Background: an optimization exercise with open tools, aiming at small area and a short achievable clock period. Do not read the settings as production practice. Power figures rest on the tool's default switching activity, not on a simulated workload.

// pcpu
module pcpu(
    input clock,
    input enable,
    input reset,
    input start,
    input [15:0] i_datain,
    input [15:0] d_datain,
    output [7:0] i_addr,
    output [7:0] d_addr,
    output d_we,
    output [15:0] d_dataout
    );
    reg state;
    wire run = (state == 1'b1);
    reg w_halt;
    always @(posedge clock)
        if (reset)
            state <= 1'b0;
        else if (!run)
            state <= enable & start;
        else
            state <= enable & ~w_halt;
    reg [15:0] gr[0:7];
    reg [15:0] wdata;
    reg w_we;
    reg [2:0] w_dst;
    genvar g;
    generate
        for (g = 0; g < 8; g = g + 1) begin : rf
            always @(posedge clock)
                if (reset | (run & w_we & (w_dst == g)))
                    gr[g] <= wdata;
        end
    endgenerate
    reg [7:0] pc;
    reg [4:0] id_op;
    reg [10:0] id_f;
    reg [15:0] mem_c;
    wire taken;
    always @(posedge clock or posedge reset)
        if (reset) begin
            pc <= 8'b0;
            id_op <= 5'b0_0000;
        end else if (run) begin
            pc <= taken ? mem_c[7:0] : pc + 8'd1;
            id_op <= i_datain[15:11];
        end
    wire [4:0] f_op = i_datain[15:11];
  ...
clock: 5.0 ns
lec_check: 0
abc_clock_period_in_ps: 2500
cap_margin: 20
core_margin: 2
core_utilization: 40
setup_slack_margin: 2.0
slew_margin: 20
run.sh (not shown) runs the stock make flow with config.mk's settings and CLKGATE_MAP_FILE= SYNTH_SCRIPT=/design/flow/synth_recipe.tcl, a recipe that flattens the netlist after the stock synthesis.
The first run completed without violations.
Edit:
--- a/flow/config.mk
+++ b/flow/config.mk
@@ -8 +7,0 @@
-export ABC_CLOCK_PERIOD_IN_PS = 2500
@@ -12 +10,0 @@
-export SETUP_SLACK_MARGIN = 2.0
Effect:
- via count shrinks by 0.40%
- clock skew goes up by 0.020 ns
- global-route usage is about the same
- cell count stays flat
- maximum frequency goes down by 13%
- design area is about the same
- setup slack loses 0.41 ns
- wire length drops by 1.2%
No functional check of the RTL was part of any run of this note.

* * *

The RTL this note starts from:
==> flow/design.v <==
`timescale 1ns / 1ps
module pcpu(
    input clock,
    input enable,
    input reset,
    input start,
    input [15:0] i_datain,
    input [15:0] d_datain,
    output [7:0] i_addr,
    output [7:0] d_addr,
    output d_we,
    output [15:0] d_dataout
    );
    reg state;
    wire run = (state == 1'b1);
    reg w_halt;
    always @(posedge clock)
        if (reset)
            state <= 1'b0;
        else if (!run)
            state <= enable & start;
        else
            state <= enable & ~w_halt;
    reg [15:0] gr[0:7];
    reg [15:0] wdata;
    reg w_we;
    reg [2:0] w_dst;
    genvar g;
    generate
        for (g = 0; g < 8; g = g + 1) begin : rf
            always @(posedge clock)
                if (reset | (run & w_we & (w_dst == g)))
                    gr[g] <= wdata;
        end
    endgenerate
    reg [7:0] pc;
    reg [4:0] id_op;
    reg [10:0] id_f;
    reg [15:0] mem_c;
    wire taken;
    always @(posedge clock or posedge reset)
        if (reset) begin
            pc <= 8'b0;
            id_op <= 5'b0_0000;
        end else if (run) begin
            pc <= taken ? mem_c[7:0] : pc + 8'd1;
            id_op <= i_datain[15:11];
        end
    wire [4:0] f_op = i_datain[15:11];
    wire f_r1 = (f_op == 5'b1_0000) | (f_op == 5'b1_0011) | (f_op == 5'b0_1001) | (f_op == 5'b0_1011)
              | (f_op == 5'b1_1001) | (f_op[4:3] == 2'b11 && f_op[2:1] != 2'b00);
    wire f_store = (f_op == 5'b0_0011);
    reg [2:0] id_sa, id_sq;
    always @(posedge clock)
        if (run) begin
            id_f <= i_datain[10:0];
            id_sa <= f_r1 ? i_datain[10:8] : i_datain[6:4];
            id_sq <= f_store ? i_datain[10:8] : i_datain[2:0];
        end
    wire [4:0] op = id_op;
    wire [2:0] r1 = id_f[10:8];
    wire [7:0] imm = id_f[7:0];
    wire d_jump  = (op == 5'b1_1000);
    wire d_store = (op == 5'b0_0011);
    wire d_load  = (op == 5'b0_0010);
    wire d_shl   = (op == 5'b0_0100) | (op == 5'b0_0101);
    wire d_shr   = (op == 5'b0_0110) | (op == 5'b0_0111);
    wire d_and   = (op == 5'b0_1101);
    wire d_or    = (op == 5'b0_1110);
    wire d_xor   = (op == 5'b0_1111);
    wire d_subc  = (op == 5'b1_0010);
    wire d_addc  = (op == 5'b1_0001);
    wire d_sub   = (op == 5'b0_1010) | (op == 5'b0_1011) | (op == 5'b0_1100) | (op == 5'b1_0011);
    wire d_r3    = (op == 5'b0_1000) | (op == 5'b1_0001) | (op == 5'b0_1010) | (op == 5'b1_0010)
                 | (op == 5'b0_1100) | (op == 5'b0_1101) | (op == 5'b0_1110) | (op == 5'b0_1111);
    wire d_hi    = (op == 5'b1_0000) | (op == 5'b1_0011);
    wire d_v3    = d_load | d_store | d_shl | d_shr;
    wire d_fl    = d_shl | d_shr | d_and | d_or | d_xor | d_sub | d_subc | d_addc
                 | (op == 5'b0_1000) | (op == 5'b0_1001) | (op == 5'b1_0000);
    wire d_br    = (op[4:3] == 2'b11);
    wire d_halt  = (op == 5'b0_0001);
    wire [2:0] d_kind = d_load ? 3'd3 : d_store ? 3'd4 : d_br ? 3'd5 : d_halt ? 3'd6
                      : (op == 5'b0_1100) ? 3'd2 : d_fl ? 3'd1 : 3'd0;
    reg [15:0] port_a, port_q;
    integer r;
    always @(*) begin
        port_a = 16'b0;
        port_q = 16'b0;
        for (r = 0; r < 8; r = r + 1) begin
            port_a = port_a | (gr[r] & {16{id_sa == r}});
            port_q = port_q | (gr[r] & {16{id_sq == r}});
        end
    end
    wire [15:0] rev_a;
    genvar k;
    generate
        for (k = 0; k < 16; k = k + 1) begin : rv
            assign rev_a[k] = port_a[15 - k];
        end
    endgenerate
    wire [15:0] a_next;
    assign a_next[15:8] = d_shl ? rev_a[15:8] : d_store ? port_q[7:0] : port_a[15:8];
    assign a_next[7:0]  = d_jump ? 8'b0 : d_shl ? rev_a[7:0] : port_a[7:0];
    wire [15:0] b_val;
    assign b_val[3:0]  = d_r3 ? port_q[3:0] : d_hi ? 4'b0 : imm[3:0];
    assign b_val[7:4]  = d_r3 ? port_q[7:4] : (d_hi | d_v3) ? 4'b0 : imm[7:4];
    assign b_val[15:8] = (d_r3 | d_store) ? port_q[15:8] : d_hi ? imm : 8'b0;
    wire d_neg = d_sub | d_subc;
    reg [15:0] ex_a, ex_b;
    reg ex_sg, ex_sp, ex_shl, ex_shr, ex_ca, ex_cb;
    reg [2:0] ex_dst;
    reg [2:0] ex_k;
    always @(posedge clock)
        if (run) begin
            ex_a <= a_next;
            ex_b <= d_neg ? ~b_val : b_val;
            ex_sg <= d_and | d_or;
            ex_sp <= d_xor | d_or;
            ex_shl <= d_shl;
            ex_shr <= d_shr;
            ex_ca <= d_addc | d_subc;
            ex_cb <= d_neg;
            ex_dst <= d_br ? op[2:0] : r1;
        end
    always @(posedge clock or posedge reset)
        if (reset) begin
            ex_k <= 3'd0;
        end else if (run) begin
            ex_k <= d_kind;
        end
    reg zf, nf, cf;
    wire ex_fl = (ex_k == 3'd1) | (ex_k == 3'd2);
    wire ex_st = (ex_k == 3'd4);
    wire ex_add = ~(ex_sg | ex_sp | ex_shl | ex_shr);
    wire [15:0] ex_g = ex_a & ex_b;
    wire [15:0] ex_p = ex_a ^ ex_b;
    wire cin = ex_ca ? (cf ^ ex_cb) : ex_cb;
    wire [17:0] sum18 = {1'b0, ex_a, 1'b1} + {1'b0, ex_b, cin};
    wire [15:0] sum = sum18[16:1];
    wire cout = sum18[17];
    wire [16:0] sh = {ex_a, cf} >> ex_b[3:0];
    reg [15:0] alu;
    integer j;
    always @(*)
        for (j = 0; j < 16; j = j + 1)
            alu[j] = (ex_add & sum[j])
                   | (ex_sg & ex_g[j])
                   | (ex_sp & ex_p[j])
                   | (ex_shl & sh[16 - j])
                   | (ex_shr & sh[j + 1]);
    wire cf_next = (ex_add & (cout ^ ex_cb)) | ((ex_shl | ex_shr) & sh[0]);
    reg [7:0] smdr1;
    reg [2:0] m_dst;
    reg dw;
    reg [2:0] m_k;
    always @(posedge clock)
        if (run) begin
            mem_c[7:0] <= alu[7:0];
            mem_c[15:8] <= ex_st ? ex_b[15:8] : alu[15:8];
            smdr1 <= ex_a[15:8];
            m_dst <= ex_dst;
        end
    always @(posedge clock or posedge reset)
        if (reset) begin
            cf <= 1'b0;
            dw <= 1'b0;
            m_k <= 3'd0;
        end else if (run) begin
            if (ex_fl)
                cf <= cf_next;
            dw <= ex_st;
            m_k <= ex_k;
        end
    wire m_fl = (m_k == 3'd1) | (m_k == 3'd2);
    wire m_we = (m_k == 3'd1) | (m_k == 3'd3);
    wire m_ld = (m_k == 3'd3);
    wire m_br = (m_k == 3'd5);
    wire m_halt = (m_k == 3'd6);
    wire flag = m_dst[2] ? (m_dst[1] ? cf : nf) : zf;
    assign taken = m_br & ((m_dst[2:1] == 2'b00) | (flag ^ m_dst[0]));
    assign i_addr = pc;
    assign d_addr = mem_c[7:0];
    assign d_we = dw;
    assign d_dataout = {mem_c[15:8], smdr1};
    always @(posedge clock or posedge reset)
        if (reset) begin
            zf <= 1'b0;
            nf <= 1'b0;
            wdata <= 16'b0;
            w_halt <= 1'b0;
            w_we <= 1'b0;
        end else if (run) begin
            if (m_fl) begin
                zf <= (mem_c == 16'b0);
                nf <= mem_c[15];
            end
            wdata <= m_ld ? d_datain : mem_c;
            w_halt <= m_halt;
            w_we <= m_we;
        end
    always @(posedge clock)
        if (run)
            w_dst <= m_dst;
endmodule
==> flow/config.mk <==
export PLATFORM = sky130hd
export DESIGN_NAME = pcpu
export DESIGN_NICKNAME = pcpu
export VERILOG_FILES = /design/flow/design.v
export SDC_FILE = /design/flow/constraint.sdc
export NUM_CORES = 4
export LEC_CHECK = 0
export ABC_AREA = 1
export CAP_MARGIN = 0
export CORE_MARGIN = 2
export CORE_UTILIZATION = 40
export CTS_CLUSTER_DIAMETER = 100
export CTS_CLUSTER_SIZE = 20
export SETUP_SLACK_MARGIN = 2.9
export SLEW_MARGIN = 0
==> flow/constraint.sdc <==
create_clock -name core_clock -period 5.0 [get_ports {clock}]
set_input_delay 1.0000 -clock core_clock [delete_from_list [all_inputs] [get_ports {clock}]]
set_output_delay 1.0000 -clock core_clock [all_outputs]
set_load 0.01 [all_outputs]
standard.sh (not shown) runs the stock make flow with config.mk's settings and CLKGATE_MAP_FILE= SYNTH_SCRIPT=/design/flow/synth_recipe.tcl, a recipe that flattens the netlist after the stock synthesis.
==> flow/flow/run.sh <==
#!/bin/bash
# The standard layout, with the port buffers made of buf_2 cells instead of the
# resizer's default pick; each tool's output is in flow.log here.
set -euo pipefail
bash standard.sh BUFFER_PORTS_ARGS="-buffer_cell sky130_fd_sc_hd__buf_2" finish > flow.log 2>&1
Edit:
Settings changed: SETUP_SLACK_MARGIN 2.9 to 2.72.
What happened: The new run produced a clean layout; worst hold slack is better by 0.0033 ns; via count came out lower by a few percent; sequential power barely changes; worst setup slack is worse by 0.066 ns; wire length came out lower by a few percent; flip-flop and latch count stays the same; global-route usage came out lower by 0.61 points; clock-buffer cell count came out lower by 2; synthesized area does not change; design area came out lower by a few percent.
No functional check of the RTL was part of any run of this note.

## what the ideal ports hide
Ports are ideal in the flow. The routed layouts listed here were re-timed in OpenROAD. Step 1: set_driving_cell puts a clkbuf_16 on clock and a buf_2 on each other input, an assumption about the parent block. Step 2, shift: input delay + t, output delay - t, t = (earliest + latest rising clock arrival at the registers) / 2. This alone moves slack from input paths to output paths. Three values: ideal ports, drivers, drivers and shift; two values: the first two.
| run | shift t [ns] | slack for setup (ns) | worst slew at a driven data input, ns |
|---|---|---|---|
| the first run of note 1 | 0.605 | 2.107 / 2.107 / 2.107 | 0.04 |
| the second run of note 1 | 0.557 | 1.692 / 1.692 / 1.692 | 0.04 |
| the first run of note 2 | 0.570 | 2.757 / 2.700 / 2.574 | 0.05 |
| the second run of note 2 | 0.562 | 2.691 / 2.685 / 2.609 | 0.04 |
After both steps setup and hold are still met in every run listed. For the first run of note 2, which loses most, drivers alone change the setup slack by -0.057 ns; drivers and shift together by -0.183 ns.
